From an optimization exercise on the open Yosys and OpenROAD flow, aimed at small area; shortcuts taken in it are not production practice. In this exercise RTL edits were held to simulation tests only and were not proved equivalent to the original.

==> flow/design.v, too long to show whole: its modules and the start of the top module <==
// module top: 58 lines
// module dly: 19 lines
// module hchain: 17 lines
// module fmul: 596 lines
// module cu: 84 lines
// module CORDIC_ARRAY: 48 lines
// module BACKSUB: 158 lines
// module rcp: 53 lines
module top (
  input         Clk,
  input         Reset,   
  input         InValid,
  input  [19:0] InData1,
  input  [19:0] InData2,
  input  [19:0] InData3,
  input  [19:0] InData4,
  output        OutValid,
  output [19:0] OutData1,
  output [19:0] OutData2,
  output [19:0] OutData3,
  output [19:0] OutData4
);
  // ...
==> flow/run.sh <==
#!/bin/bash
# synth_recipe.tcl (not shown) runs the flow's synth.tcl, then flattens the netlist and writes it again
# the make line also repeats each setting of config.mk as NAME=value (left out here)
make -C /OpenROAD-flow-scripts/flow DESIGN_CONFIG=/design/flow/config.mk WORK_HOME=/design/flow/orfs CLKGATE_MAP_FILE= SYNTH_SCRIPT=/design/flow/synth_recipe.tcl finish
==> flow/config.mk <==
export PLATFORM = sky130hd
export DESIGN_NAME = top
export DESIGN_NICKNAME = top
export VERILOG_FILES = /design/flow/design.v
export SDC_FILE = /design/flow/constraint.sdc
export NUM_CORES = 8
export LEC_CHECK = 0
export ABC_AREA = 1
export CAP_MARGIN = 20
export CORE_MARGIN = 2
export CORE_UTILIZATION = 40
export SLEW_MARGIN = 20
==> flow/constraint.sdc <==
create_clock -name core_clock -period 11.0 [get_ports {Clk}]
set_input_delay 2.2000 -clock core_clock [delete_from_list [all_inputs] [get_ports {Clk}]]
set_output_delay 2.2000 -clock core_clock [all_outputs]
set_load 0.01 [all_outputs]
==> impl_results.md, run 1 <==
- Largest net degree at the start of global routing: 63
- Die X: 952 µm
- DRC Markers: 0
- Slew headroom: 25.4%
- Tap Count: 11900
- Largest class: multi-input gates
- GRT busiest layer: met2
- Met2 wire len: 472000 µm
- Pins Over Slew Limit: 0
- Slew @ Worst Pin: 1.11 ns
- Synth Area in Adders: 21.5%
- RR Startpoint: bs.u_rcp.sg[3].mid.r_dvs[0]
- Fin area: 391000 µm²
- Seq area share: 20.2%
- Hold Crit Start: arr.d_a4.s.r[5][2]
- XOR/XNOR Fraction of Synth Area: 9.33%
- Distinct cells, synth: 97
- Sequential cell count: 3418
- Placed Area: 376000 µm²
- N_diodes: 4
- Number of flip-flops in the largest register: 240
- Reg2Reg Depth: 64
- Clk tree area frac: 3.59%
- Via density per instance: 5.21
- GRT Util Overall: 22.4%
- Stages on the worst setup path: 64
- Total CTS buffers: 400
- Routed length per placed instance: roughly 17 µm
- CTS tree: yes
- Final worst path period need: between 10 and 15 ns
- Core Region: 897000 µm²
- Hpwl dp: 873000 µm
- CP Launch Type: flop
- Status: timing/DRC/antenna clean
- Count of plain and timing-repair buffers: between 600 and 700
- Worst Path Buf+Inv: 11
==> module cu, before the edit <==
module cu #(
  parameter [15:0] PR = 16'h8000,
  parameter NS = 2
) (
  input             Clk,
  input  [NS-1:0]   vs,
  input  [19:0]     xi,
  input  [19:0]     yi,
  output [19:0]     xo,
  output [19:0]     yo
);
  function integer nreg(input integer p);
    integer i;
    begin
      nreg = 0;
      for (i = 0; i < p; i = i + 1) if (PR[i]) nreg = nreg + 1;
    end
  endfunction
  wire [19:0] x [0:16];
  wire [19:0] y [0:16];
  wire [19:0] px [0:15];
  wire [19:0] py [0:15];
  assign x[0] = xi;
  assign y[0] = yi;
  wire v0 = vs[nreg(0)];
  wire [19:0] X = x[0];
  wire [19:0] Y = y[0];
  reg  r_mem, en0_mem, d0_mem;
  wire yz0   = (Y == 20'd0);
  wire ymin0 = Y[19] & (Y[18:0] == 19'd0);
  wire r     = v0 ? X[19] : r_mem;
  wire d0v   = X[19] ? (Y[19] & ~ymin0) : ~Y[19];    
  wire en0   = v0 | en0_mem;
  wire d0    = v0 ? d0v : d0_mem;
  always @(posedge Clk) if (v0) begin r_mem <= X[19]; en0_mem <= ~yz0; d0_mem <= d0v; end
  wire n1 = r ^ ~d0;                  
  wire n2 = r ^ d0;                   
  wire [19:0] ox = {20{en0}} & (Y ^ {20{n1}});
  wire [19:0] oy = {20{en0}} & (X ^ {20{n2}});
  assign px[0] = (X ^ {20{r}}) + ox + r + (en0 & n1);
  assign py[0] = ((Y ^ {20{r}}) + oy + r + (en0 & n2)) & {20{~(v0 & yz0)}};
  genvar p;
  generate for (p = 1; p <= 14; p = p + 1) begin : st
    localparam S = p;
    wire v = vs[nreg(p)];
    wire signed [19:0] xx = x[p];
    wire signed [19:0] yy = y[p];
    wire signed [19:0] xsh = xx >>> S;
    wire signed [19:0] ysh = yy >>> S;
    reg  en_mem, d_mem;
    wire yz  = (yy == 20'd0);
    wire en  = v | en_mem;
    wire d   = v ? ~yy[19] : d_mem;
    always @(posedge Clk) if (v) begin en_mem <= ~yz; d_mem <= ~yy[19]; end
    wire [19:0] opx = {20{en}} & (ysh ^ {20{~d}});
    wire [19:0] opy = {20{en}} & (xsh ^ {20{d}});
    wire [20:0] sx = {xx, 1'b1} + {opx, en & ~d};
    wire [20:0] sy = {yy, 1'b1} + {opy, en & d};
    assign px[p] = sx[20:1];
    assign py[p] = sy[20:1] & {20{~(v & yz)}};
  end endgenerate
  function [19:0] gk(input [19:0] a);
    reg signed [19:0] s;
    begin
      s = a;
      gk = (s >>> 1) + (s >>> 3) + (s >>> 14) - (s >>> 6) - (s >>> 9) - (s >>> 12);
    end
  endfunction
  assign px[15] = gk(x[15]);
  assign py[15] = gk(y[15]);
  generate for (p = 0; p <= 15; p = p + 1) begin : pr
    if (PR[p]) begin : r
      reg [19:0] rx, ry;
      always @(posedge Clk) begin rx <= px[p]; ry <= py[p]; end
      assign x[p+1] = rx;
      assign y[p+1] = ry;
    end else begin : w
      assign x[p+1] = px[p];
      assign y[p+1] = py[p];
    end
  end endgenerate
  assign xo = x[16];
  assign yo = y[16];
endmodule
==> module CORDIC_ARRAY, before the edit <==
module CORDIC_ARRAY #(
  parameter [15:0] PR1 = 16'h0, PR2 = 16'h0, PR3 = 16'h0,
  parameter [15:0] PR4 = 16'h0, PR5 = 16'h0, PR6 = 16'h0,
  parameter TL = 64
) (
  input          Clk,
  input  [TL-1:0] vt,
  input  [19:0]  a1, a2, a3, a4,      
  output [19:0]  r1,                  
  output [19:0]  r2,                  
  output [19:0]  r3,                  
  output [19:0]  r4                   
);
  function integer pc(input [15:0] v);
    integer i;
    begin
      pc = 0;
      for (i = 0; i < 16; i = i + 1) if (v[i]) pc = pc + 1;
    end
  endfunction
  localparam L1 = pc(PR1), L2 = pc(PR2), L3 = pc(PR3), L4 = pc(PR4), L5 = pc(PR5), L6 = pc(PR6);
  localparam T1 = L1;
  localparam T2 = T1 + L2;
  localparam T3 = T2 + L3;
  localparam T4 = T2 + L4;
  localparam IN5 = (T3 > T4) ? T3 : T4;
  localparam T5 = IN5 + L5;
  localparam T6 = T5 + L6;
  localparam E1 = 0, E2 = T1, E3 = T2, E4 = T2 + 1, E5 = IN5 + 1, E6 = T5 + 2;
  wire [19:0] x1, y1, x2, y2, x3, y3, x4, y4, x5, y5, x6, y6;
  wire [19:0] a3d, a4d, y1d, x4d, y3d, y4d;
  dly #(20, T1) d_a3 (Clk, a3, a3d);
  dly #(20, T2) d_a4 (Clk, a4, a4d);
  dly #(20, L2) d_y1 (Clk, y1, y1d);
  dly #(20, IN5 - T4) d_x4 (Clk, x4, x4d);
  dly #(20, IN5 - T3) d_y3 (Clk, y3, y3d);
  dly #(20, T5 - T4) d_y4 (Clk, y4, y4d);
  cu #(.PR(PR1), .NS(L1+1)) u1 (.Clk(Clk), .vs(vt[E1 +: L1+1]), .xi(a1),  .yi(a2),  .xo(x1), .yo(y1));
  cu #(.PR(PR2), .NS(L2+1)) u2 (.Clk(Clk), .vs(vt[E2 +: L2+1]), .xi(x1),  .yi(a3d), .xo(x2), .yo(y2));
  cu #(.PR(PR3), .NS(L3+1)) u3 (.Clk(Clk), .vs(vt[E3 +: L3+1]), .xi(x2),  .yi(a4d), .xo(x3), .yo(y3));
  cu #(.PR(PR4), .NS(L4+1)) u4 (.Clk(Clk), .vs(vt[E4 +: L4+1]), .xi(y1d), .yi(y2),  .xo(x4), .yo(y4));
  cu #(.PR(PR5), .NS(L5+1)) u5 (.Clk(Clk), .vs(vt[E5 +: L5+1]), .xi(x4d), .yi(y3d), .xo(x5), .yo(y5));
  cu #(.PR(PR6), .NS(L6+1)) u6 (.Clk(Clk), .vs(vt[E6 +: L6+1]), .xi(y4d), .yi(y5),  .xo(x6), .yo(y6));
  assign r1 = x3;
  assign r2 = x5;
  assign r3 = x6;
  assign r4 = y6;
endmodule
==> module BACKSUB, before the edit <==
module BACKSUB #(
  parameter T3 = 0, T5 = 0, T6 = 0, D = 4, TL = 64
) (
  input           Clk,
  input  [TL-1:0] vt,
  input  [19:0]   r1, r2, r3, r4,
  output          OutValid,
  output [19:0]   OutData1, OutData2, OutData3, OutData4
);
  localparam TA = T6 + 3 + D;           
    wire [19:0] z4; 
    generate if ((TA) == (T6+4)) begin : g_z4 assign z4 = r4; end 
    else begin : g_z4 
      localparam K = ((TA) - (T6+4) + 4) / 5; 
      wire [K-1:0] e; 
      genvar k; 
      for (k = 0; k < K; k = k + 1) begin : ee assign e[k] = vt[(T6+4) + 5*k]; end 
      hchain #(20, K) h (Clk, e, r4, z4); 
    end endgenerate
    wire [19:0] R34; 
    generate if ((TA+1) == (T6+3)) begin : g_R34 assign R34 = r3; end 
    else begin : g_R34 
      localparam K = ((TA+1) - (T6+3) + 4) / 5; 
      wire [K-1:0] e; 
      genvar k; 
      for (k = 0; k < K; k = k + 1) begin : ee assign e[k] = vt[(T6+3) + 5*k]; end 
      hchain #(20, K) h (Clk, e, r3, R34); 
    end endgenerate
    wire [19:0] z3; 
    generate if ((TA+1) == (T6+4)) begin : g_z3 assign z3 = r3; end 
    else begin : g_z3 
      localparam K = ((TA+1) - (T6+4) + 4) / 5; 
      wire [K-1:0] e; 
      genvar k; 
      for (k = 0; k < K; k = k + 1) begin : ee assign e[k] = vt[(T6+4) + 5*k]; end 
      hchain #(20, K) h (Clk, e, r3, z3); 
    end endgenerate
    wire [19:0] R14; 
    generate if ((TA+2) == (T3+3)) begin : g_R14 assign R14 = r1; end 
    else begin : g_R14 
      localparam K = ((TA+2) - (T3+3) + 4) / 5; 
      wire [K-1:0] e; 
      genvar k; 
      for (k = 0; k < K; k = k + 1) begin : ee assign e[k] = vt[(T3+3) + 5*k]; end 
      hchain #(20, K) h (Clk, e, r1, R14); 
    end endgenerate
    wire [19:0] z1; 
    generate if ((TA+2) == (T3+4)) begin : g_z1 assign z1 = r1; end 
    else begin : g_z1 
      localparam K = ((TA+2) - (T3+4) + 4) / 5; 
      wire [K-1:0] e; 
      genvar k; 
      for (k = 0; k < K; k = k + 1) begin : ee assign e[k] = vt[(T3+4) + 5*k]; end 
      hchain #(20, K) h (Clk, e, r1, z1); 
    end endgenerate
    wire [19:0] R24; 
    generate if ((TA+3) == (T5+3)) begin : g_R24 assign R24 = r2; end 
    else begin : g_R24 
      localparam K = ((TA+3) - (T5+3) + 4) / 5; 
      wire [K-1:0] e; 
      genvar k; 
      for (k = 0; k < K; k = k + 1) begin : ee assign e[k] = vt[(T5+3) + 5*k]; end 
      hchain #(20, K) h (Clk, e, r2, R24); 
    end endgenerate
    wire [19:0] R23; 
    generate if ((TA+3) == (T5+2)) begin : g_R23 assign R23 = r2; end 
    else begin : g_R23 
      localparam K = ((TA+3) - (T5+2) + 4) / 5; 
      wire [K-1:0] e; 
      genvar k; 
      for (k = 0; k < K; k = k + 1) begin : ee assign e[k] = vt[(T5+2) + 5*k]; end 
      hchain #(20, K) h (Clk, e, r2, R23); 
    end endgenerate
    wire [19:0] z2; 
    generate if ((TA+3) == (T5+4)) begin : g_z2 assign z2 = r2; end 
    else begin : g_z2 
      localparam K = ((TA+3) - (T5+4) + 4) / 5; 
      wire [K-1:0] e; 
      genvar k; 
      for (k = 0; k < K; k = k + 1) begin : ee assign e[k] = vt[(T5+4) + 5*k]; end 
      hchain #(20, K) h (Clk, e, r2, z2); 
    end endgenerate
    wire [19:0] R13; 
    generate if ((TA+4) == (T3+2)) begin : g_R13 assign R13 = r1; end 
    else begin : g_R13 
      localparam K = ((TA+4) - (T3+2) + 4) / 5; 
      wire [K-1:0] e; 
      genvar k; 
      for (k = 0; k < K; k = k + 1) begin : ee assign e[k] = vt[(T3+2) + 5*k]; end 
      hchain #(20, K) h (Clk, e, r1, R13); 
    end endgenerate
    wire [19:0] R12; 
    generate if ((TA+5) == (T3+1)) begin : g_R12 assign R12 = r1; end 
    else begin : g_R12 
      localparam K = ((TA+5) - (T3+1) + 4) / 5; 
      wire [K-1:0] e; 
      genvar k; 
      for (k = 0; k < K; k = k + 1) begin : ee assign e[k] = vt[(T3+1) + 5*k]; end 
      hchain #(20, K) h (Clk, e, r1, R12); 
    end endgenerate
    wire [19:0] R33; 
    generate if ((T6+5) == (T6+2)) begin : g_R33 assign R33 = r3; end 
    else begin : g_R33 
      localparam K = ((T6+5) - (T6+2) + 4) / 5; 
      wire [K-1:0] e; 
      genvar k; 
      for (k = 0; k < K; k = k + 1) begin : ee assign e[k] = vt[(T6+2) + 5*k]; end 
      hchain #(20, K) h (Clk, e, r3, R33); 
    end endgenerate
    wire [19:0] R22; 
    generate if ((T6+7) == (T5+1)) begin : g_R22 assign R22 = r2; end 
    else begin : g_R22 
      localparam K = ((T6+7) - (T5+1) + 4) / 5; 
      wire [K-1:0] e; 
      genvar k; 
      for (k = 0; k < K; k = k + 1) begin : ee assign e[k] = vt[(T5+1) + 5*k]; end 
      hchain #(20, K) h (Clk, e, r2, R22); 
    end endgenerate
    wire [19:0] R11; 
    generate if ((T6+9) == (T3)) begin : g_R11 assign R11 = r1; end 
    else begin : g_R11 
      localparam K = ((T6+9) - (T3) + 4) / 5; 
      wire [K-1:0] e; 
      genvar k; 
      for (k = 0; k < K; k = k + 1) begin : ee assign e[k] = vt[(T3) + 5*k]; end 
      hchain #(20, K) h (Clk, e, r1, R11); 
    end endgenerate
  wire s_r44 = vt[T6+3], s_r33 = vt[T6+5], s_r22 = vt[T6+7];
  wire [19:0] rin = s_r44 ? r4 : s_r33 ? R33 : s_r22 ? R22 : R11;
  wire [19:0] rout;
  rcp #(D) u_rcp (.Clk(Clk), .in(rin), .out(rout));
  wire t0 = vt[TA], t1 = vt[TA+1], t2 = vt[TA+2], t3 = vt[TA+3];
  wire t4 = vt[TA+4], t5 = vt[TA+5], t6 = vt[TA+6];
  reg [19:0] x4r, x3r, x2r, x1r, x4o, tr, acc;
  wire [19:0] ma1 = t3 ? x4r : rout;
  wire [19:0] ma2 = t0 ? z4 : t3 ? R24 : (t2 | t4) ? tr : acc;
  wire [19:0] mb1 = (t1 | t2) ? x4r : (t3 | t4) ? x3r : x2r;
  wire [19:0] mb2 = t1 ? R34 : t2 ? R14 : t3 ? R23 : t4 ? R13 : R12;
  wire [19:0] pa, pb;
  fmul ua (.a(ma1), .b(ma2), .p(pa));
  fmul ub (.a(mb1), .b(mb2), .p(pb));
  wire [19:0] base = t1 ? z3 : t2 ? z1 : t3 ? z2 : acc;
  wire [19:0] sub  = base - pb - (t3 ? pa : 20'd0);
  always @(posedge Clk) begin
    if (t0) x4r <= pa;
    if (t2) x3r <= pa;
    if (t4) x2r <= pa;
    if (t6) x1r <= pa;
    if (t5) x4o <= x4r;
    if (t1 | t3) tr <= sub;
    if (t2 | t4 | t5) acc <= sub;
  end
  assign OutValid = vt[TA+7];
  assign OutData1 = x1r;
  assign OutData2 = x2r;
  assign OutData3 = x3r;
  assign OutData4 = x4o;
endmodule
==> run 2, diff against run 1 <==
--- a/flow/design.v
+++ b/flow/design.v
@@ -77,18 +77,16 @@
 endmodule
-module hchain #(parameter W = 20, parameter K = 1) (
-  input          Clk,
-  input  [K-1:0] en,
-  input  [W-1:0] d,
-  output [W-1:0] q
+module tdl #(parameter W = 20, parameter N = 1) (
+  input            Clk,
+  input  [W-1:0]   d,
+  output [W*N-1:0] q
 );
-  reg [W-1:0] r [0:K-1];
-  genvar k;
-  generate for (k = 0; k < K; k = k + 1) begin : s
-    if (k == 0) begin : f
-      always @(posedge Clk) if (en[0]) r[0] <= d;
-    end else begin : n
-      always @(posedge Clk) if (en[k]) r[k] <= r[k-1];
+  reg [W*N-1:0] r;
+  generate
+    if (N == 1) begin : one
+      always @(posedge Clk) r <= d;
+    end else begin : many
+      always @(posedge Clk) r <= {r[W*(N-1)-1:0], d};
     end
-  end endgenerate
-  assign q = r[K-1];
+  endgenerate
+  assign q = r;
 endmodule
@@ -690,5 +688,274 @@
 endmodule
+module gk_fast (input [19:0] v, output [19:0] g);
+  wire gk_fast_1 = v[1] ^ v[3];
+  wire gk_fast_2 = v[1] & v[3];
+  wire gk_fast_3 = v[2] ^ v[4] ^ v[15];
+  wire gk_fast_4 = (v[2] & v[4]) | (v[2] & v[15]) | (v[4] & v[15]);
+  wire gk_fast_5 = v[3] ^ v[5];
+  wire gk_fast_6 = v[3] & v[5];
+  wire gk_fast_7 = v[4] ^ v[6];
+  wire gk_fast_8 = v[4] & v[6];
+  wire gk_fast_9 = v[5] ^ v[7];
+  wire gk_fast_10 = v[5] & v[7];
+  wire gk_fast_11 = v[6] ^ v[8] ^ ~v[19];
+  wire gk_fast_12 = (v[6] & v[8]) | (v[6] & ~v[19]) | (v[8] & ~v[19]);
+  wire gk_fast_13 = v[7] ^ v[9];
+  wire gk_fast_14 = v[7] & v[9];
+  wire gk_fast_15 = v[14] ^ ~v[6] ^ ~v[9];
+  wire gk_fast_16 = (v[14] & ~v[6]) | (v[14] & ~v[9]) | (~v[6] & ~v[9]);
+  wire gk_fast_17 = ~v[7] ^ ~v[10] ^ ~v[13];
+  wire gk_fast_18 = (~v[7] & ~v[10]) | (~v[7] & ~v[13]) | (~v[10] & ~v[13]);
+  wire gk_fast_19 = 1'b1 ^ gk_fast_2;
+  wire gk_fast_20 = 1'b1 & gk_fast_2;
+  wire gk_fast_21 = v[16] ^ ~v[8] ^ ~v[11];
+  wire gk_fast_22 = (v[16] & ~v[8]) | (v[16] & ~v[11]) | (~v[8] & ~v[11]);
+  wire gk_fast_23 = ~v[14] ^ gk_fast_4 ^ gk_fast_5;
+  wire gk_fast_24 = (~v[14] & gk_fast_4) | (~v[14] & gk_fast_5) | (gk_fast_4 & gk_fast_5);
+  wire gk_fast_25 = v[17] ^ ~v[9] ^ ~v[12];
+  wire gk_fast_26 = (v[17] & ~v[9]) | (v[17] & ~v[12]) | (~v[9] & ~v[12]);
+  wire gk_fast_27 = ~v[15] ^ gk_fast_6 ^ gk_fast_7;
+  wire gk_fast_28 = (~v[15] & gk_fast_6) | (~v[15] & gk_fast_7) | (gk_fast_6 & gk_fast_7);
+  wire gk_fast_29 = v[18] ^ ~v[10] ^ ~v[13];
+  wire gk_fast_30 = (v[18] & ~v[10]) | (v[18] & ~v[13]) | (~v[10] & ~v[13]);
+  wire gk_fast_31 = ~v[16] ^ gk_fast_8 ^ gk_fast_9;
+  wire gk_fast_32 = (~v[16] & gk_fast_8) | (~v[16] & gk_fast_9) | (gk_fast_8 & gk_fast_9);
+  wire gk_fast_33 = ~v[11] ^ ~v[14] ^ ~v[17];
+  wire gk_fast_34 = (~v[11] & ~v[14]) | (~v[11] & ~v[17]) | (~v[14] & ~v[17]);
+  wire gk_fast_35 = 1'b1 ^ gk_fast_10 ^ gk_fast_11;
+  wire gk_fast_36 = (1'b1 & gk_fast_10) | (1'b1 & gk_fast_11) | (gk_fast_10 & gk_fast_11);
+  wire gk_fast_37 = ~v[12] ^ ~v[15] ^ ~v[18];
+  wire gk_fast_38 = (~v[12] & ~v[15]) | (~v[12] & ~v[18]) | (~v[15] & ~v[18]);
+  wire gk_fast_39 = 1'b1 ^ gk_fast_12 ^ gk_fast_13;
+  wire gk_fast_40 = (1'b1 & gk_fast_12) | (1'b1 & gk_fast_13) | (gk_fast_12 & gk_fast_13);
+  wire gk_fast_41 = v[8] ^ v[10] ^ ~v[13];
+  wire gk_fast_42 = (v[8] & v[10]) | (v[8] & ~v[13]) | (v[10] & ~v[13]);
+  wire gk_fast_43 = ~v[16] ^ v[19] ^ gk_fast_14;
+  wire gk_fast_44 = (~v[16] & v[19]) | (~v[16] & gk_fast_14) | (v[19] & gk_fast_14);
+  wire gk_fast_45 = v[9] ^ v[11] ^ ~v[14];
+  wire gk_fast_46 = (v[9] & v[11]) | (v[9] & ~v[14]) | (v[11] & ~v[14]);
+  wire gk_fast_47 = ~v[17] ^ 1'b1;
+  wire gk_fast_48 = ~v[17] & 1'b1;
+  wire gk_fast_49 = v[10] ^ v[12] ^ ~v[15];
+  wire gk_fast_50 = (v[10] & v[12]) | (v[10] & ~v[15]) | (v[12] & ~v[15]);
+  wire gk_fast_51 = ~v[18] ^ 1'b1;
+  wire gk_fast_52 = ~v[18] & 1'b1;
+  wire gk_fast_53 = v[11] ^ v[13] ^ ~v[16];
+  wire gk_fast_54 = (v[11] & v[13]) | (v[11] & ~v[16]) | (v[13] & ~v[16]);
+  wire gk_fast_55 = v[12] ^ v[14];
+  wire gk_fast_56 = v[12] & v[14];
+  wire gk_fast_57 = v[13] ^ v[15];
+  wire gk_fast_58 = v[13] & v[15];
+  wire gk_fast_59 = ~v[12] ^ 1'b1;
+  wire gk_fast_60 = ~v[12] & 1'b1;
+  wire gk_fast_61 = gk_fast_3 ^ gk_fast_16 ^ gk_fast_17;
+  wire gk_fast_62 = (gk_fast_3 & gk_fast_16) | (gk_fast_3 & gk_fast_17) | (gk_fast_16 & gk_fast_17);
+  wire gk_fast_63 = gk_fast_18 ^ gk_fast_20 ^ gk_fast_21;
+  wire gk_fast_64 = (gk_fast_18 & gk_fast_20) | (gk_fast_18 & gk_fast_21) | (gk_fast_20 & gk_fast_21);
+  wire gk_fast_65 = gk_fast_22 ^ gk_fast_24 ^ gk_fast_25;
+  wire gk_fast_66 = (gk_fast_22 & gk_fast_24) | (gk_fast_22 & gk_fast_25) | (gk_fast_24 & gk_fast_25);
+  wire gk_fast_67 = gk_fast_26 ^ gk_fast_28 ^ gk_fast_29;
+  wire gk_fast_68 = (gk_fast_26 & gk_fast_28) | (gk_fast_26 & gk_fast_29) | (gk_fast_28 & gk_fast_29);
+  wire gk_fast_69 = gk_fast_30 ^ gk_fast_32 ^ gk_fast_33;
+  wire gk_fast_70 = (gk_fast_30 & gk_fast_32) | (gk_fast_30 & gk_fast_33) | (gk_fast_32 & gk_fast_33);
+  wire gk_fast_71 = gk_fast_34 ^ gk_fast_36 ^ gk_fast_37;
+  wire gk_fast_72 = (gk_fast_34 & gk_fast_36) | (gk_fast_34 & gk_fast_37) | (gk_fast_36 & gk_fast_37);
+  wire gk_fast_73 = gk_fast_38 ^ gk_fast_40 ^ gk_fast_41;
+  wire gk_fast_74 = (gk_fast_38 & gk_fast_40) | (gk_fast_38 & gk_fast_41) | (gk_fast_40 & gk_fast_41);
+  wire gk_fast_75 = gk_fast_42 ^ gk_fast_44 ^ gk_fast_45;
+  wire gk_fast_76 = (gk_fast_42 & gk_fast_44) | (gk_fast_42 & gk_fast_45) | (gk_fast_44 & gk_fast_45);
+  wire gk_fast_77 = gk_fast_46 ^ gk_fast_48 ^ gk_fast_49;
+  wire gk_fast_78 = (gk_fast_46 & gk_fast_48) | (gk_fast_46 & gk_fast_49) | (gk_fast_48 & gk_fast_49);
+  wire gk_fast_79 = v[19] ^ gk_fast_50 ^ gk_fast_52;
+  wire gk_fast_80 = (v[19] & gk_fast_50) | (v[19] & gk_fast_52) | (gk_fast_50 & gk_fast_52);
+  wire gk_fast_81 = ~v[17] ^ 1'b1 ^ gk_fast_54;
+  wire gk_fast_82 = (~v[17] & 1'b1) | (~v[17] & gk_fast_54) | (1'b1 & gk_fast_54);
+  wire gk_fast_83 = ~v[18] ^ 1'b1 ^ gk_fast_56;
+  wire gk_fast_84 = (~v[18] & 1'b1) | (~v[18] & gk_fast_56) | (1'b1 & gk_fast_56);
+  wire gk_fast_85 = v[14] ^ v[16] ^ v[19];
+  wire gk_fast_86 = (v[14] & v[16]) | (v[14] & v[19]) | (v[16] & v[19]);
+  wire gk_fast_87 = v[15] ^ v[17];
+  wire gk_fast_88 = v[15] & v[17];
+  wire gk_fast_89 = v[16] ^ v[18];
+  wire gk_fast_90 = v[16] & v[18];
+  wire gk_fast_91 = gk_fast_1 ^ gk_fast_15;
+  wire gk_fast_92 = gk_fast_1 & gk_fast_15;
+  wire gk_fast_93 = gk_fast_19 ^ gk_fast_60 ^ gk_fast_61;
+  wire gk_fast_94 = (gk_fast_19 & gk_fast_60) | (gk_fast_19 & gk_fast_61) | (gk_fast_60 & gk_fast_61);
+  wire gk_fast_95 = gk_fast_23 ^ gk_fast_62 ^ gk_fast_63;
+  wire gk_fast_96 = (gk_fast_23 & gk_fast_62) | (gk_fast_23 & gk_fast_63) | (gk_fast_62 & gk_fast_63);
+  wire gk_fast_97 = gk_fast_27 ^ gk_fast_64 ^ gk_fast_65;
+  wire gk_fast_98 = (gk_fast_27 & gk_fast_64) | (gk_fast_27 & gk_fast_65) | (gk_fast_64 & gk_fast_65);
+  wire gk_fast_99 = gk_fast_31 ^ gk_fast_66 ^ gk_fast_67;
+  wire gk_fast_100 = (gk_fast_31 & gk_fast_66) | (gk_fast_31 & gk_fast_67) | (gk_fast_66 & gk_fast_67);
+  wire gk_fast_101 = gk_fast_35 ^ gk_fast_68 ^ gk_fast_69;
+  wire gk_fast_102 = (gk_fast_35 & gk_fast_68) | (gk_fast_35 & gk_fast_69) | (gk_fast_68 & gk_fast_69);
+  wire gk_fast_103 = gk_fast_39 ^ gk_fast_70 ^ gk_fast_71;
+  wire gk_fast_104 = (gk_fast_39 & gk_fast_70) | (gk_fast_39 & gk_fast_71) | (gk_fast_70 & gk_fast_71);
+  wire gk_fast_105 = gk_fast_43 ^ gk_fast_72 ^ gk_fast_73;
+  wire gk_fast_106 = (gk_fast_43 & gk_fast_72) | (gk_fast_43 & gk_fast_73) | (gk_fast_72 & gk_fast_73);
+  wire gk_fast_107 = gk_fast_47 ^ gk_fast_74 ^ gk_fast_75;
+  wire gk_fast_108 = (gk_fast_47 & gk_fast_74) | (gk_fast_47 & gk_fast_75) | (gk_fast_74 & gk_fast_75);
+  wire gk_fast_109 = gk_fast_51 ^ gk_fast_76 ^ gk_fast_77;
+  wire gk_fast_110 = (gk_fast_51 & gk_fast_76) | (gk_fast_51 & gk_fast_77) | (gk_fast_76 & gk_fast_77);
+  wire gk_fast_111 = gk_fast_53 ^ gk_fast_78 ^ gk_fast_79;
+  wire gk_fast_112 = (gk_fast_53 & gk_fast_78) | (gk_fast_53 & gk_fast_79) | (gk_fast_78 & gk_fast_79);
+  wire gk_fast_113 = gk_fast_55 ^ gk_fast_80 ^ gk_fast_81;
+  wire gk_fast_114 = (gk_fast_55 & gk_fast_80) | (gk_fast_55 & gk_fast_81) | (gk_fast_80 & gk_fast_81);
+  wire gk_fast_115 = gk_fast_57 ^ gk_fast_82 ^ gk_fast_83;
+  wire gk_fast_116 = (gk_fast_57 & gk_fast_82) | (gk_fast_57 & gk_fast_83) | (gk_fast_82 & gk_fast_83);
+  wire gk_fast_117 = gk_fast_58 ^ gk_fast_84 ^ gk_fast_85;
+  wire gk_fast_118 = (gk_fast_58 & gk_fast_84) | (gk_fast_58 & gk_fast_85) | (gk_fast_84 & gk_fast_85);
+  wire gk_fast_119 = 1'b1 ^ gk_fast_86 ^ gk_fast_87;
+  wire gk_fast_120 = (1'b1 & gk_fast_86) | (1'b1 & gk_fast_87) | (gk_fast_86 & gk_fast_87);
+  wire gk_fast_121 = 1'b1 ^ gk_fast_88 ^ gk_fast_89;
+  wire gk_fast_122 = (1'b1 & gk_fast_88) | (1'b1 & gk_fast_89) | (gk_fast_88 & gk_fast_89);
+  wire gk_fast_123 = v[17] ^ ~v[19] ^ gk_fast_90;
+  wire gk_fast_124 = (v[17] & ~v[19]) | (v[17] & gk_fast_90) | (~v[19] & gk_fast_90);
+  wire gk_fast_125 = v[18] ^ 1'b1;
+  wire gk_fast_126 = v[18] & 1'b1;
+  wire [19:0] ra = {1'b1, ~v[19], gk_fast_124, gk_fast_122, gk_fast_120, gk_fast_118, gk_fast_116, gk_fast_114, gk_fast_112, gk_fast_110, gk_fast_108, gk_fast_106, gk_fast_104, gk_fast_102, gk_fast_100, gk_fast_98, gk_fast_96, gk_fast_94, gk_fast_92, gk_fast_59};
+  wire [19:0] rb = {1'b0, gk_fast_126, gk_fast_125, gk_fast_123, gk_fast_121, gk_fast_119, gk_fast_117, gk_fast_115, gk_fast_113, gk_fast_111, gk_fast_109, gk_fast_107, gk_fast_105, gk_fast_103, gk_fast_101, gk_fast_99, gk_fast_97, gk_fast_95, gk_fast_93, gk_fast_91};
+  padd #(20) fa (ra, rb, 1'b0, g);
+endmodule
+module gk_small (input [19:0] v, output [19:0] g);
+  wire gk_small_1 = v[1] ^ v[3];
+  wire gk_small_2 = v[1] & v[3];
+  wire gk_small_3 = v[2] ^ v[4] ^ v[15];
+  wire gk_small_4 = (v[2] & v[4]) | (v[2] & v[15]) | (v[4] & v[15]);
+  wire gk_small_5 = v[3] ^ v[5];
+  wire gk_small_6 = v[3] & v[5];
+  wire gk_small_7 = v[4] ^ v[6];
+  wire gk_small_8 = v[4] & v[6];
+  wire gk_small_9 = v[5] ^ v[7];
+  wire gk_small_10 = v[5] & v[7];
+  wire gk_small_11 = v[6] ^ v[8] ^ ~v[19];
+  wire gk_small_12 = (v[6] & v[8]) | (v[6] & ~v[19]) | (v[8] & ~v[19]);
+  wire gk_small_13 = v[7] ^ v[9];
+  wire gk_small_14 = v[7] & v[9];
+  wire gk_small_15 = v[14] ^ ~v[6] ^ ~v[9];
+  wire gk_small_16 = (v[14] & ~v[6]) | (v[14] & ~v[9]) | (~v[6] & ~v[9]);
+  wire gk_small_17 = ~v[7] ^ ~v[10] ^ ~v[13];
+  wire gk_small_18 = (~v[7] & ~v[10]) | (~v[7] & ~v[13]) | (~v[10] & ~v[13]);
+  wire gk_small_19 = 1'b1 ^ gk_small_2;
+  wire gk_small_20 = 1'b1 & gk_small_2;
+  wire gk_small_21 = v[16] ^ ~v[8] ^ ~v[11];
+  wire gk_small_22 = (v[16] & ~v[8]) | (v[16] & ~v[11]) | (~v[8] & ~v[11]);
+  wire gk_small_23 = ~v[14] ^ gk_small_4 ^ gk_small_5;
+  wire gk_small_24 = (~v[14] & gk_small_4) | (~v[14] & gk_small_5) | (gk_small_4 & gk_small_5);
+  wire gk_small_25 = v[17] ^ ~v[9] ^ ~v[12];
+  wire gk_small_26 = (v[17] & ~v[9]) | (v[17] & ~v[12]) | (~v[9] & ~v[12]);
+  wire gk_small_27 = ~v[15] ^ gk_small_6 ^ gk_small_7;
+  wire gk_small_28 = (~v[15] & gk_small_6) | (~v[15] & gk_small_7) | (gk_small_6 & gk_small_7);
+  wire gk_small_29 = v[18] ^ ~v[10] ^ ~v[13];
+  wire gk_small_30 = (v[18] & ~v[10]) | (v[18] & ~v[13]) | (~v[10] & ~v[13]);
+  wire gk_small_31 = ~v[16] ^ gk_small_8 ^ gk_small_9;
+  wire gk_small_32 = (~v[16] & gk_small_8) | (~v[16] & gk_small_9) | (gk_small_8 & gk_small_9);
+  wire gk_small_33 = ~v[11] ^ ~v[14] ^ ~v[17];
+  wire gk_small_34 = (~v[11] & ~v[14]) | (~v[11] & ~v[17]) | (~v[14] & ~v[17]);
+  wire gk_small_35 = 1'b1 ^ gk_small_10 ^ gk_small_11;
+  wire gk_small_36 = (1'b1 & gk_small_10) | (1'b1 & gk_small_11) | (gk_small_10 & gk_small_11);
+  wire gk_small_37 = ~v[12] ^ ~v[15] ^ ~v[18];
+  wire gk_small_38 = (~v[12] & ~v[15]) | (~v[12] & ~v[18]) | (~v[15] & ~v[18]);
+  wire gk_small_39 = 1'b1 ^ gk_small_12 ^ gk_small_13;
+  wire gk_small_40 = (1'b1 & gk_small_12) | (1'b1 & gk_small_13) | (gk_small_12 & gk_small_13);
+  wire gk_small_41 = v[8] ^ v[10] ^ ~v[13];
+  wire gk_small_42 = (v[8] & v[10]) | (v[8] & ~v[13]) | (v[10] & ~v[13]);
+  wire gk_small_43 = ~v[16] ^ v[19] ^ gk_small_14;
+  wire gk_small_44 = (~v[16] & v[19]) | (~v[16] & gk_small_14) | (v[19] & gk_small_14);
+  wire gk_small_45 = v[9] ^ v[11] ^ ~v[14];
+  wire gk_small_46 = (v[9] & v[11]) | (v[9] & ~v[14]) | (v[11] & ~v[14]);
+  wire gk_small_47 = ~v[17] ^ 1'b1;
+  wire gk_small_48 = ~v[17] & 1'b1;
+  wire gk_small_49 = v[10] ^ v[12] ^ ~v[15];
+  wire gk_small_50 = (v[10] & v[12]) | (v[10] & ~v[15]) | (v[12] & ~v[15]);
+  wire gk_small_51 = ~v[18] ^ 1'b1;
+  wire gk_small_52 = ~v[18] & 1'b1;
+  wire gk_small_53 = v[11] ^ v[13] ^ ~v[16];
+  wire gk_small_54 = (v[11] & v[13]) | (v[11] & ~v[16]) | (v[13] & ~v[16]);
+  wire gk_small_55 = v[12] ^ v[14];
+  wire gk_small_56 = v[12] & v[14];
+  wire gk_small_57 = v[13] ^ v[15];
+  wire gk_small_58 = v[13] & v[15];
+  wire gk_small_59 = ~v[12] ^ 1'b1;
+  wire gk_small_60 = ~v[12] & 1'b1;
+  wire gk_small_61 = gk_small_3 ^ gk_small_16 ^ gk_small_17;
+  wire gk_small_62 = (gk_small_3 & gk_small_16) | (gk_small_3 & gk_small_17) | (gk_small_16 & gk_small_17);
+  wire gk_small_63 = gk_small_18 ^ gk_small_20 ^ gk_small_21;
+  wire gk_small_64 = (gk_small_18 & gk_small_20) | (gk_small_18 & gk_small_21) | (gk_small_20 & gk_small_21);
+  wire gk_small_65 = gk_small_22 ^ gk_small_24 ^ gk_small_25;
+  wire gk_small_66 = (gk_small_22 & gk_small_24) | (gk_small_22 & gk_small_25) | (gk_small_24 & gk_small_25);
+  wire gk_small_67 = gk_small_26 ^ gk_small_28 ^ gk_small_29;
+  wire gk_small_68 = (gk_small_26 & gk_small_28) | (gk_small_26 & gk_small_29) | (gk_small_28 & gk_small_29);
+  wire gk_small_69 = gk_small_30 ^ gk_small_32 ^ gk_small_33;
+  wire gk_small_70 = (gk_small_30 & gk_small_32) | (gk_small_30 & gk_small_33) | (gk_small_32 & gk_small_33);
+  wire gk_small_71 = gk_small_34 ^ gk_small_36 ^ gk_small_37;
+  wire gk_small_72 = (gk_small_34 & gk_small_36) | (gk_small_34 & gk_small_37) | (gk_small_36 & gk_small_37);
+  wire gk_small_73 = gk_small_38 ^ gk_small_40 ^ gk_small_41;
+  wire gk_small_74 = (gk_small_38 & gk_small_40) | (gk_small_38 & gk_small_41) | (gk_small_40 & gk_small_41);
+  wire gk_small_75 = gk_small_42 ^ gk_small_44 ^ gk_small_45;
+  wire gk_small_76 = (gk_small_42 & gk_small_44) | (gk_small_42 & gk_small_45) | (gk_small_44 & gk_small_45);
+  wire gk_small_77 = gk_small_46 ^ gk_small_48 ^ gk_small_49;
+  wire gk_small_78 = (gk_small_46 & gk_small_48) | (gk_small_46 & gk_small_49) | (gk_small_48 & gk_small_49);
+  wire gk_small_79 = v[19] ^ gk_small_50 ^ gk_small_52;
+  wire gk_small_80 = (v[19] & gk_small_50) | (v[19] & gk_small_52) | (gk_small_50 & gk_small_52);
+  wire gk_small_81 = ~v[17] ^ 1'b1 ^ gk_small_54;
+  wire gk_small_82 = (~v[17] & 1'b1) | (~v[17] & gk_small_54) | (1'b1 & gk_small_54);
+  wire gk_small_83 = ~v[18] ^ 1'b1 ^ gk_small_56;
+  wire gk_small_84 = (~v[18] & 1'b1) | (~v[18] & gk_small_56) | (1'b1 & gk_small_56);
+  wire gk_small_85 = v[14] ^ v[16] ^ v[19];
+  wire gk_small_86 = (v[14] & v[16]) | (v[14] & v[19]) | (v[16] & v[19]);
+  wire gk_small_87 = v[15] ^ v[17];
+  wire gk_small_88 = v[15] & v[17];
+  wire gk_small_89 = v[16] ^ v[18];
+  wire gk_small_90 = v[16] & v[18];
+  wire gk_small_91 = gk_small_1 ^ gk_small_15;
+  wire gk_small_92 = gk_small_1 & gk_small_15;
+  wire gk_small_93 = gk_small_19 ^ gk_small_60 ^ gk_small_61;
+  wire gk_small_94 = (gk_small_19 & gk_small_60) | (gk_small_19 & gk_small_61) | (gk_small_60 & gk_small_61);
+  wire gk_small_95 = gk_small_23 ^ gk_small_62 ^ gk_small_63;
+  wire gk_small_96 = (gk_small_23 & gk_small_62) | (gk_small_23 & gk_small_63) | (gk_small_62 & gk_small_63);
+  wire gk_small_97 = gk_small_27 ^ gk_small_64 ^ gk_small_65;
+  wire gk_small_98 = (gk_small_27 & gk_small_64) | (gk_small_27 & gk_small_65) | (gk_small_64 & gk_small_65);
+  wire gk_small_99 = gk_small_31 ^ gk_small_66 ^ gk_small_67;
+  wire gk_small_100 = (gk_small_31 & gk_small_66) | (gk_small_31 & gk_small_67) | (gk_small_66 & gk_small_67);
+  wire gk_small_101 = gk_small_35 ^ gk_small_68 ^ gk_small_69;
+  wire gk_small_102 = (gk_small_35 & gk_small_68) | (gk_small_35 & gk_small_69) | (gk_small_68 & gk_small_69);
+  wire gk_small_103 = gk_small_39 ^ gk_small_70 ^ gk_small_71;
+  wire gk_small_104 = (gk_small_39 & gk_small_70) | (gk_small_39 & gk_small_71) | (gk_small_70 & gk_small_71);
+  wire gk_small_105 = gk_small_43 ^ gk_small_72 ^ gk_small_73;
+  wire gk_small_106 = (gk_small_43 & gk_small_72) | (gk_small_43 & gk_small_73) | (gk_small_72 & gk_small_73);
+  wire gk_small_107 = gk_small_47 ^ gk_small_74 ^ gk_small_75;
+  wire gk_small_108 = (gk_small_47 & gk_small_74) | (gk_small_47 & gk_small_75) | (gk_small_74 & gk_small_75);
+  wire gk_small_109 = gk_small_51 ^ gk_small_76 ^ gk_small_77;
+  wire gk_small_110 = (gk_small_51 & gk_small_76) | (gk_small_51 & gk_small_77) | (gk_small_76 & gk_small_77);
+  wire gk_small_111 = gk_small_53 ^ gk_small_78 ^ gk_small_79;
+  wire gk_small_112 = (gk_small_53 & gk_small_78) | (gk_small_53 & gk_small_79) | (gk_small_78 & gk_small_79);
+  wire gk_small_113 = gk_small_55 ^ gk_small_80 ^ gk_small_81;
+  wire gk_small_114 = (gk_small_55 & gk_small_80) | (gk_small_55 & gk_small_81) | (gk_small_80 & gk_small_81);
+  wire gk_small_115 = gk_small_57 ^ gk_small_82 ^ gk_small_83;
+  wire gk_small_116 = (gk_small_57 & gk_small_82) | (gk_small_57 & gk_small_83) | (gk_small_82 & gk_small_83);
+  wire gk_small_117 = gk_small_58 ^ gk_small_84 ^ gk_small_85;
+  wire gk_small_118 = (gk_small_58 & gk_small_84) | (gk_small_58 & gk_small_85) | (gk_small_84 & gk_small_85);
+  wire gk_small_119 = 1'b1 ^ gk_small_86 ^ gk_small_87;
+  wire gk_small_120 = (1'b1 & gk_small_86) | (1'b1 & gk_small_87) | (gk_small_86 & gk_small_87);
+  wire gk_small_121 = 1'b1 ^ gk_small_88 ^ gk_small_89;
+  wire gk_small_122 = (1'b1 & gk_small_88) | (1'b1 & gk_small_89) | (gk_small_88 & gk_small_89);
+  wire gk_small_123 = v[17] ^ ~v[19] ^ gk_small_90;
+  wire gk_small_124 = (v[17] & ~v[19]) | (v[17] & gk_small_90) | (~v[19] & gk_small_90);
+  wire gk_small_125 = v[18] ^ 1'b1;
+  wire gk_small_126 = v[18] & 1'b1;
+  wire [19:0] ra = {1'b1, ~v[19], gk_small_124, gk_small_122, gk_small_120, gk_small_118, gk_small_116, gk_small_114, gk_small_112, gk_small_110, gk_small_108, gk_small_106, gk_small_104, gk_small_102, gk_small_100, gk_small_98, gk_small_96, gk_small_94, gk_small_92, gk_small_59};
+  wire [19:0] rb = {1'b0, gk_small_126, gk_small_125, gk_small_123, gk_small_121, gk_small_119, gk_small_117, gk_small_115, gk_small_113, gk_small_111, gk_small_109, gk_small_107, gk_small_105, gk_small_103, gk_small_101, gk_small_99, gk_small_97, gk_small_95, gk_small_93, gk_small_91};
+  wire [20:0] rc;
+  assign rc[0] = 1'b0;
+  genvar i;
+  generate for (i = 0; i < 20; i = i + 1) begin : rp
+    assign g[i] = ra[i] ^ rb[i] ^ rc[i];
+    assign rc[i+1] = (ra[i] & rb[i]) | (ra[i] & rc[i]) | (rb[i] & rc[i]);
+  end endgenerate
+endmodule
 module cu #(
   parameter [15:0] PR = 16'h8000,
-  parameter NS = 2
+  parameter NS = 2,
+  parameter GS = 0               
 ) (
@@ -746,16 +1013,17 @@
     wire [19:0] opy = {20{en}} & (xsh ^ {20{d}});
-    wire [20:0] sx = {xx, 1'b1} + {opx, en & ~d};
-    wire [20:0] sy = {yy, 1'b1} + {opy, en & d};
-    assign px[p] = sx[20:1];
-    assign py[p] = sy[20:1] & {20{~(v & yz)}};
+    wire [19:0] sx, sy;
+    padd #(20) ax (xx, opx, en & ~d, sx);
+    padd #(20) ay (yy, opy, en & d, sy);
+    assign px[p] = sx;
+    assign py[p] = sy & {20{~(v & yz)}};
   end endgenerate
-  function [19:0] gk(input [19:0] a);
-    reg signed [19:0] s;
-    begin
-      s = a;
-      gk = (s >>> 1) + (s >>> 3) + (s >>> 14) - (s >>> 6) - (s >>> 9) - (s >>> 12);
+  generate
+    if (GS) begin : gs
+      gk_small gx (x[15], px[15]);
+      gk_small gy (y[15], py[15]);
+    end else begin : gf
+      gk_fast gx (x[15], px[15]);
+      gk_fast gy (y[15], py[15]);
     end
-  endfunction
-  assign px[15] = gk(x[15]);
-  assign py[15] = gk(y[15]);
+  endgenerate
   generate for (p = 0; p <= 15; p = p + 1) begin : pr
@@ -774,2 +1042,37 @@
 endmodule
+module padd #(parameter W = 20) (
+  input  [W-1:0] a,
+  input  [W-1:0] b,
+  input          ci,
+  output [W-1:0] s
+);
+  function integer lg2(input integer n);
+    integer k;
+    begin
+      lg2 = 0;
+      for (k = 1; k < n; k = k * 2) lg2 = lg2 + 1;
+    end
+  endfunction
+  localparam LV = lg2(W);
+  wire [W-1:0] p = a ^ b;
+  wire [W-1:0] g = a & b;
+  wire [W-1:0] G [0:LV];
+  wire [W-1:0] P [0:LV];
+  assign G[0] = {g[W-1:1], g[0] | (p[0] & ci)};
+  assign P[0] = p;
+  genvar i, l;
+  generate for (l = 0; l < LV; l = l + 1) begin : lv
+    for (i = 0; i < W; i = i + 1) begin : b
+      if ((i >> l) & 1) begin : m
+        localparam J = ((i >> l) << l) - 1;
+        assign G[l+1][i] = G[l][i] | (P[l][i] & G[l][J]);
+        assign P[l+1][i] = P[l][i] & P[l][J];
+      end else begin : k
+        assign G[l+1][i] = G[l][i];
+        assign P[l+1][i] = P[l][i];
+      end
+    end
+  end endgenerate
+  assign s = p ^ {G[LV][W-2:0], ci};
+endmodule
 module CORDIC_ARRAY #(
@@ -811,8 +1114,8 @@
   dly #(20, T5 - T4) d_y4 (Clk, y4, y4d);
-  cu #(.PR(PR1), .NS(L1+1)) u1 (.Clk(Clk), .vs(vt[E1 +: L1+1]), .xi(a1),  .yi(a2),  .xo(x1), .yo(y1));
-  cu #(.PR(PR2), .NS(L2+1)) u2 (.Clk(Clk), .vs(vt[E2 +: L2+1]), .xi(x1),  .yi(a3d), .xo(x2), .yo(y2));
-  cu #(.PR(PR3), .NS(L3+1)) u3 (.Clk(Clk), .vs(vt[E3 +: L3+1]), .xi(x2),  .yi(a4d), .xo(x3), .yo(y3));
-  cu #(.PR(PR4), .NS(L4+1)) u4 (.Clk(Clk), .vs(vt[E4 +: L4+1]), .xi(y1d), .yi(y2),  .xo(x4), .yo(y4));
-  cu #(.PR(PR5), .NS(L5+1)) u5 (.Clk(Clk), .vs(vt[E5 +: L5+1]), .xi(x4d), .yi(y3d), .xo(x5), .yo(y5));
-  cu #(.PR(PR6), .NS(L6+1)) u6 (.Clk(Clk), .vs(vt[E6 +: L6+1]), .xi(y4d), .yi(y5),  .xo(x6), .yo(y6));
+  cu #(.PR(PR1), .NS(L1+1), .GS(0)) u1 (.Clk(Clk), .vs(vt[E1 +: L1+1]), .xi(a1),  .yi(a2),  .xo(x1), .yo(y1));
+  cu #(.PR(PR2), .NS(L2+1), .GS(1)) u2 (.Clk(Clk), .vs(vt[E2 +: L2+1]), .xi(x1),  .yi(a3d), .xo(x2), .yo(y2));
+  cu #(.PR(PR3), .NS(L3+1), .GS(1)) u3 (.Clk(Clk), .vs(vt[E3 +: L3+1]), .xi(x2),  .yi(a4d), .xo(x3), .yo(y3));
+  cu #(.PR(PR4), .NS(L4+1), .GS(1)) u4 (.Clk(Clk), .vs(vt[E4 +: L4+1]), .xi(y1d), .yi(y2),  .xo(x4), .yo(y4));
+  cu #(.PR(PR5), .NS(L5+1), .GS(1)) u5 (.Clk(Clk), .vs(vt[E5 +: L5+1]), .xi(x4d), .yi(y3d), .xo(x5), .yo(y5));
+  cu #(.PR(PR6), .NS(L6+1), .GS(1)) u6 (.Clk(Clk), .vs(vt[E6 +: L6+1]), .xi(y4d), .yi(y5),  .xo(x6), .yo(y6));
   assign r1 = x3;
@@ -832,119 +1135,25 @@
   localparam TA = T6 + 3 + D;           
-    wire [19:0] z4; 
-    generate if ((TA) == (T6+4)) begin : g_z4 assign z4 = r4; end 
-    else begin : g_z4 
-      localparam K = ((TA) - (T6+4) + 4) / 5; 
-      wire [K-1:0] e; 
-      genvar k; 
-      for (k = 0; k < K; k = k + 1) begin : ee assign e[k] = vt[(T6+4) + 5*k]; end 
-      hchain #(20, K) h (Clk, e, r4, z4); 
-    end endgenerate
-    wire [19:0] R34; 
-    generate if ((TA+1) == (T6+3)) begin : g_R34 assign R34 = r3; end 
-    else begin : g_R34 
-      localparam K = ((TA+1) - (T6+3) + 4) / 5; 
-      wire [K-1:0] e; 
-      genvar k; 
-      for (k = 0; k < K; k = k + 1) begin : ee assign e[k] = vt[(T6+3) + 5*k]; end 
-      hchain #(20, K) h (Clk, e, r3, R34); 
-    end endgenerate
-    wire [19:0] z3; 
-    generate if ((TA+1) == (T6+4)) begin : g_z3 assign z3 = r3; end 
-    else begin : g_z3 
-      localparam K = ((TA+1) - (T6+4) + 4) / 5; 
-      wire [K-1:0] e; 
-      genvar k; 
-      for (k = 0; k < K; k = k + 1) begin : ee assign e[k] = vt[(T6+4) + 5*k]; end 
-      hchain #(20, K) h (Clk, e, r3, z3); 
-    end endgenerate
-    wire [19:0] R14; 
-    generate if ((TA+2) == (T3+3)) begin : g_R14 assign R14 = r1; end 
-    else begin : g_R14 
-      localparam K = ((TA+2) - (T3+3) + 4) / 5; 
-      wire [K-1:0] e; 
-      genvar k; 
-      for (k = 0; k < K; k = k + 1) begin : ee assign e[k] = vt[(T3+3) + 5*k]; end 
-      hchain #(20, K) h (Clk, e, r1, R14); 
-    end endgenerate
-    wire [19:0] z1; 
-    generate if ((TA+2) == (T3+4)) begin : g_z1 assign z1 = r1; end 
-    else begin : g_z1 
-      localparam K = ((TA+2) - (T3+4) + 4) / 5; 
-      wire [K-1:0] e; 
-      genvar k; 
-      for (k = 0; k < K; k = k + 1) begin : ee assign e[k] = vt[(T3+4) + 5*k]; end 
-      hchain #(20, K) h (Clk, e, r1, z1); 
-    end endgenerate
-    wire [19:0] R24; 
-    generate if ((TA+3) == (T5+3)) begin : g_R24 assign R24 = r2; end 
-    else begin : g_R24 
-      localparam K = ((TA+3) - (T5+3) + 4) / 5; 
-      wire [K-1:0] e; 
-      genvar k; 
-      for (k = 0; k < K; k = k + 1) begin : ee assign e[k] = vt[(T5+3) + 5*k]; end 
-      hchain #(20, K) h (Clk, e, r2, R24); 
-    end endgenerate
-    wire [19:0] R23; 
-    generate if ((TA+3) == (T5+2)) begin : g_R23 assign R23 = r2; end 
-    else begin : g_R23 
-      localparam K = ((TA+3) - (T5+2) + 4) / 5; 
-      wire [K-1:0] e; 
-      genvar k; 
-      for (k = 0; k < K; k = k + 1) begin : ee assign e[k] = vt[(T5+2) + 5*k]; end 
-      hchain #(20, K) h (Clk, e, r2, R23); 
-    end endgenerate
-    wire [19:0] z2; 
-    generate if ((TA+3) == (T5+4)) begin : g_z2 assign z2 = r2; end 
-    else begin : g_z2 
-      localparam K = ((TA+3) - (T5+4) + 4) / 5; 
-      wire [K-1:0] e; 
-      genvar k; 
-      for (k = 0; k < K; k = k + 1) begin : ee assign e[k] = vt[(T5+4) + 5*k]; end 
-      hchain #(20, K) h (Clk, e, r2, z2); 
-    end endgenerate
-    wire [19:0] R13; 
-    generate if ((TA+4) == (T3+2)) begin : g_R13 assign R13 = r1; end 
-    else begin : g_R13 
-      localparam K = ((TA+4) - (T3+2) + 4) / 5; 
-      wire [K-1:0] e; 
-      genvar k; 
-      for (k = 0; k < K; k = k + 1) begin : ee assign e[k] = vt[(T3+2) + 5*k]; end 
-      hchain #(20, K) h (Clk, e, r1, R13); 
-    end endgenerate
-    wire [19:0] R12; 
-    generate if ((TA+5) == (T3+1)) begin : g_R12 assign R12 = r1; end 
-    else begin : g_R12 
-      localparam K = ((TA+5) - (T3+1) + 4) / 5; 
-      wire [K-1:0] e; 
-      genvar k; 
-      for (k = 0; k < K; k = k + 1) begin : ee assign e[k] = vt[(T3+1) + 5*k]; end 
-      hchain #(20, K) h (Clk, e, r1, R12); 
-    end endgenerate
-    wire [19:0] R33; 
-    generate if ((T6+5) == (T6+2)) begin : g_R33 assign R33 = r3; end 
-    else begin : g_R33 
-      localparam K = ((T6+5) - (T6+2) + 4) / 5; 
-      wire [K-1:0] e; 
-      genvar k; 
-      for (k = 0; k < K; k = k + 1) begin : ee assign e[k] = vt[(T6+2) + 5*k]; end 
-      hchain #(20, K) h (Clk, e, r3, R33); 
-    end endgenerate
-    wire [19:0] R22; 
-    generate if ((T6+7) == (T5+1)) begin : g_R22 assign R22 = r2; end 
-    else begin : g_R22 
-      localparam K = ((T6+7) - (T5+1) + 4) / 5; 
-      wire [K-1:0] e; 
-      genvar k; 
-      for (k = 0; k < K; k = k + 1) begin : ee assign e[k] = vt[(T5+1) + 5*k]; end 
-      hchain #(20, K) h (Clk, e, r2, R22); 
-    end endgenerate
-    wire [19:0] R11; 
-    generate if ((T6+9) == (T3)) begin : g_R11 assign R11 = r1; end 
-    else begin : g_R11 
-      localparam K = ((T6+9) - (T3) + 4) / 5; 
-      wire [K-1:0] e; 
-      genvar k; 
-      for (k = 0; k < K; k = k + 1) begin : ee assign e[k] = vt[(T3) + 5*k]; end 
-      hchain #(20, K) h (Clk, e, r1, R11); 
-    end endgenerate
+  localparam N1 = TA + 5 - (T3 + 1);    
+  localparam N2 = TA + 3 - (T5 + 2);    
+  localparam N3 = TA + 1 - (T6 + 3);    
+  wire [20*N1-1:0] d1;
+  wire [20*N2-1:0] d2;
+  wire [20*N3-1:0] d3;
+  tdl #(20, N1) l1 (Clk, r1, d1);
+  tdl #(20, N2) l2 (Clk, r2, d2);
+  tdl #(20, N3) l3 (Clk, r3, d3);
+  wire [19:0] R11 = d1[20*((T6+9)-(T3))-1 -: 20];
+  wire [19:0] R12 = d1[20*((TA+5)-(T3+1))-1 -: 20];
+  wire [19:0] R13 = d1[20*((TA+4)-(T3+2))-1 -: 20];
+  wire [19:0] R14 = d1[20*((TA+2)-(T3+3))-1 -: 20];
+  wire [19:0] z1  = d1[20*((TA+2)-(T3+4))-1 -: 20];
+  wire [19:0] R22 = d2[20*((T6+7)-(T5+1))-1 -: 20];
+  wire [19:0] R23 = d2[20*((TA+3)-(T5+2))-1 -: 20];
+  wire [19:0] R24 = d2[20*((TA+3)-(T5+3))-1 -: 20];
+  wire [19:0] z2  = d2[20*((TA+3)-(T5+4))-1 -: 20];
+  wire [19:0] R33 = d3[20*((T6+5)-(T6+2))-1 -: 20];
+  wire [19:0] R34 = d3[20*((TA+1)-(T6+3))-1 -: 20];
+  wire [19:0] z3  = d3[20*((TA+1)-(T6+4))-1 -: 20];
+  reg  [19:0] z4;
+  always @(posedge Clk) if (vt[T6+4]) z4 <= r4;    
   wire s_r44 = vt[T6+3], s_r33 = vt[T6+5], s_r22 = vt[T6+7];
==> run 2 against run 1 <==
Still clean. Worst hold slack worse by 0.021 ns. Synthesized cell count down 16%. Die area decreased by 11%. Non-clock buffer count grew 107. Clock skew is 0.0067 ns lower. Critical path type unchanged. Largest cell class unchanged.
==> impl_results.md, run 2 <==
- Status: timing/DRC/antenna clean (unchanged)
- Worst Path Max Fanout: 34 (was 7)
- Hold Path Class: reg -> reg (unchanged)
- P&R area growth vs syn: 9.95% (was 8.76%)
- Min Hold Slack: 0.236 ns (was 0.257 ns)
- Via Count: 266000 (was 325000)
- Post-synth ARST share: 1.30% (was 1.35%)
- Syn Area/Cell: 7.68 µm² (was 7.21 µm²)
- Reg2Reg Depth: 38 (was 64)
- Total CTS buffers: 400 (unchanged)
- DRC Markers: 0 (unchanged)
- GRT busiest layer: met2 (unchanged)
- Slowest CP cell: xor2_1 (was fa_1)
- Number of global-route vias before repair: 263000 (was 306000)
- Clock Latency Late Sink: 1.11 ns (was 1.09 ns)
- Die Area: 810000 µm² (was 907000 µm²)
- CP endpoint kind: flop (unchanged)
- DRT Pass-1 Iters: 26 (was 7)
- Met1 Usage GRT: 28.0% (was 32.0%)
- Worst R2R Setup Slack: 0.58 ns (was 0.70 ns)
- Detailed Route Iter0 Violations: 16400 (was 24700)
- Slew headroom: 17.7% (was 25.4%)
- Via density per instance: 5.01 (was 5.21)
- Post-synth EDFFs: 250 (was 1030)
- Post-CTS Hold Fix Bufs: 0 (unchanged)
- Worst-path clk slew: 0.07 ns (was 0.06 ns)
- Fin area: 353000 µm² (was 391000 µm²)
- H-tree depth: 5 (unchanged)
- RR Startpoint: tl[41] (was bs.u_rcp.sg[3].mid.r_dvs[0])
- Hold worst-path end: bs.l1.r[88] (was arr.d_a4.s.r[6][2])
- Synthesized area: 321000 µm² (was 360000 µm²)
- Top area cells in the synthesized netlist: dfxtp_1 20%, ha_1 16%, fa_1 12%, nand2_1 9.1%, inv_1 8.8% (was ha_1 15%, dfxtp_1 13%, nand2_1 10%, edfxtp_1 8.6%, a21oi_1 7.1%)
- Largest Register: bs.l1.r (was arr.d_a4.s.r)
- Layout cells sized above 1: 6.40% (was 4.71%)
- Port bufs: 163 (unchanged)
- Number of flip-flops in the largest register: 480 (was 240)
- WS Path Type: reg -> reg (unchanged)
- CTS tree: yes (unchanged)
- Effective utilization at floorplan: 40.1% (about the same)
- Routed WL: 864000 µm (was 1060000 µm)
- Num rows: 329 (was 348)
- Most common cell after layout, fill and taps aside: nand2_1 (unchanged)
- Die X: 900 µm (was 952 µm)
- Req. time, crit path: 11.84 ns (was 11.89 ns)
- Chip height: 900 µm (was 952 µm)
- CTS root buf: clkbuf_16 (unchanged)
- Yosys top cell area share: 20.2% (was 15.3%)
- FF-to-FF End: bs.acc[19] (was bs.u_rcp.sg[4].last.o[18])
- Max Cap Viol: 0 (unchanged)
- Clock sinks: 3538 (was 3418)
- CP dominant cell by count: nand2_1 (unchanged)
- Final worst path period share: 94.7% (was 93.6%)
- Nets: 48300 (was 55700)
- Post-route ant nets: 0 (unchanged)
- Cells after synthesis: 41800 (was 49900)
- CP max stage delay: 0.72 ns (was 0.45 ns)
- Worst Skew: 0.128 ns (was 0.135 ns)
- Placed Area: 336000 µm² (was 376000 µm²)
- Met2 global-route usage: 35.7% (was 36.9%)
- Largest net degree at the start of global routing: 81 (was 63)
- Sequential share of the synthesized area: 22.9% (was 21.9%)
- Most frequent cells after synthesis: 7769 x nand2_1, 7510 x inv_1, 4015 x ha_1 (was 9838 x nand2_1, 6056 x inv_1, 5082 x a21oi_1)
- Distinct cells, synth: 94 (was 97)
- Max Clk Rate: 96.0 MHz (was 97.1 MHz)
- Final worst path period need: 10.42 ns (was 10.30 ns)
- Met3 Use GR: 1.78% (was 1.75%)
- Grt ovf: 0 (unchanged)
- Post-synth top flop: dfxtp_1 (unchanged)
- Pins Over Slew Limit: 0 (unchanged)
- Hpwl dp: 715000 µm (was 873000 µm)
- Fin. Hold Viols: 0 (unchanged)
- # IOs: 164 (unchanged)
- Yosys top cell by area: dfxtp_1 (was ha_1)
- Mapped Nets: 47900 (was 55500)
- Initial antenna violation count: 16 (was 31)
- Routed length per placed instance: 16.3 µm (was 17.0 µm)
- Hold Crit Start: bs.l1.r[68] (was arr.d_a4.s.r[5][2])
- Biggest registers after layout: bs.l1.r: 480 flops, bs.l2.r: 300 flops, arr.d_a4.s.r: 240 flops
- Fillers: 79500 (was 92500)
- Hold path depth: 0 (unchanged)
- Final Wtd Congestion: 0.916 (was 0.948)
- Synth Warn #: 13 (was 19)
- GRT Util Overall: 20.7% (was 22.4%)
- FF+latch count, synth: 3538 (was 3418)
- Slew @ Worst Pin: 1.22 ns (was 1.11 ns)
- Data arrival, critical path: 11.26 ns (was 11.18 ns)
- Most frequent cells in the layout: 7738 x nand2_1, 7495 x inv_1, 3999 x ha_1, 3235 x dfxtp_1, 2499 x a21oi_1 (was 9814 x nand2_1, 6033 x inv_1, 5059 x a21oi_1, 4405 x ha_1, 3985 x nor2_1)
- Cell with the most instances after synthesis: nand2_1 (unchanged)
- Core Region: 801000 µm² (was 897000 µm²)
- CP Launch Type: flop (unchanged)
- Clock buffer depth: 4 (unchanged)
- Global-route wire length before repair: 1390000 µm (was 1680000 µm)
- Endpoints failing setup: 0 (unchanged)
-- run 2: cell types whose count changed after synthesis, sizes merged, moves of 160 or more --
| cell | before | now |
|---|---|---|
| xnor2 | 1295 | 1129 |
| fa | 1112 | 1999 |
| nor2 | 4086 | 2588 |
| xor2 | 2524 | 1548 |
| o21ai | 4238 | 2869 |
| a21oi | 5098 | 2594 |
| a31oi | 246 | 86 |
| nor3 | 458 | 297 |
| dfxtp | 2342 | 3242 |
| nand3 | 2281 | 1823 |
| inv | 6228 | 7697 |
| edfxtp | 1030 | 250 |
| nand2 | 9948 | 7894 |
| ha | 4407 | 4015 |
-- run 2: worst max path at each step --
stage	depth (start not counted)	slack [ns]	startpoint	end
after floorplan	73	0.95	tl[13]	arr.u4.pr[2].r.ry[15]
after global placement	76	-0.09	arr.u5.pr[15].r.ry[11]	arr.u6.pr[2].r.ry[15]
after detailed placement	72	-0.06	tl[30]	arr.u6.pr[14].r.rx[15]
after CTS	71	0.02	tl[15]	arr.u4.pr[8].r.rx[15]
after global routing	74	-0.11	arr.u5.pr[15].r.ry[8]	arr.u6.pr[2].r.ry[15]
final	38	0.58	tl[41]	bs.acc[19]
-- run 2: layout make-up --
cell class | count | area [µm²] | area share, %
repair buffers | 745 | 6220 | 1.76
clock inverters | 218 | 2930 | 0.829
inverters | 7743 | 29200 | 8.27
repair inverters | 7 | 47.5 | 0.0135
well taps | 10600 | 13300 | 3.75
clock buffers | 521 | 11400 | 3.23
flip-flops and latches | 3538 | 73600 | 20.8
multi-input cells | 29700 | 216000 | 61.3
diodes | 10 | 25.0 | 0.00709
-- run 2: routing by layer --
metal	vias up	routed length, µm
li1	135000	-
met4	0	24900
met3	1232	36400
met2	5494	402000
met5	-	0
met1	124000	400000
-- run 2: kinds of logic (layout without fill, tap and decap cells) --
group	after synthesis	after routing	share of synthesized area, %
adder cells (fa/ha/maj)	6014	6014	28.1
AO/OA/AOI/OAI	7006	7006	12.2
other	0	10	0
flip-flops	3538	3538	22.9
XOR/XNOR	2677	2677	7.31
buffers and inverters	8541	9234	10.2
AND/OR/NAND/NOR	13800	13800	18.5
multiplexers	218	218	0.680
-- run 2: what timing repair did --
action,CTS,global route
endpoints found under the hold margin,0,0
endpoints found under the setup margin,3,571
pin swaps,0,49
setup buffers,0,73
cloned,0,9
gates resized for setup,4,598
-- run 2: worst max-delay path, delay by kind of cell (launching register included) --
kind / cells / cell delay [ns]
XOR/XNOR: 2 / 0.90
buffers and inverters: 6 / 1.33
flip-flops: 1 / 0.48
AND/OR/NAND/NOR: 13 / 1.73
AO/OA/AOI/OAI: 9 / 2.07
adder cells (fa/ha/maj): 8 / 3.59
-- run 2: per-stage QoR --
stage | TNS [ns] | setup slack, ns | util (%) | instances
global placement | -0.220 | -0.0941 | 42.0 | 52300
CTS | 0 | 0.0216 | 43.8 | 53000
finish | 0 | 0.583 | 44.0 | 53100
floorplan | 0 | 0.948 | - | 41800
detailed placement | -0.141 | -0.0649 | 42.0 | 52300
global route | -1.20 | -0.113 | 44.0 | 53100

separate check: timing with driven ports:
In the flow no input, the clock included, has a driving cell. The finished layouts below were timed again as built, in two steps. Step 1 sets driving cells, clkbuf_16 on the clock port and buf_2 on the other inputs (assumed; they add their load-dependent delay and slew). Step 2 also shifts input and output timing later by t, the mid clock arrival at the registers, as if the neighbouring blocks saw the same clock. Slacks: ideal / step 1 / step 2; pairs: ideal / step 1.
run	shift t [ns]	slack for setup (ns)	hold WS [ns]	slew at the worst register clock pin (ns)	worst data-port slew with drivers (ns)
run 1	1.153	0.704 / 0.704 / 0.559	0.257 / 0.257 / 0.257	0.08 / 0.08	0.21
run 2	1.169	0.583 / 0.583 / 0.128	0.236 / 0.236 / 0.236	0.08 / 0.08	0.11
After both steps setup and hold are still met in every run listed. For run 2, which loses most, drivers alone change the setup slack by 0.000 ns; drivers and shift together by -0.455 ns.
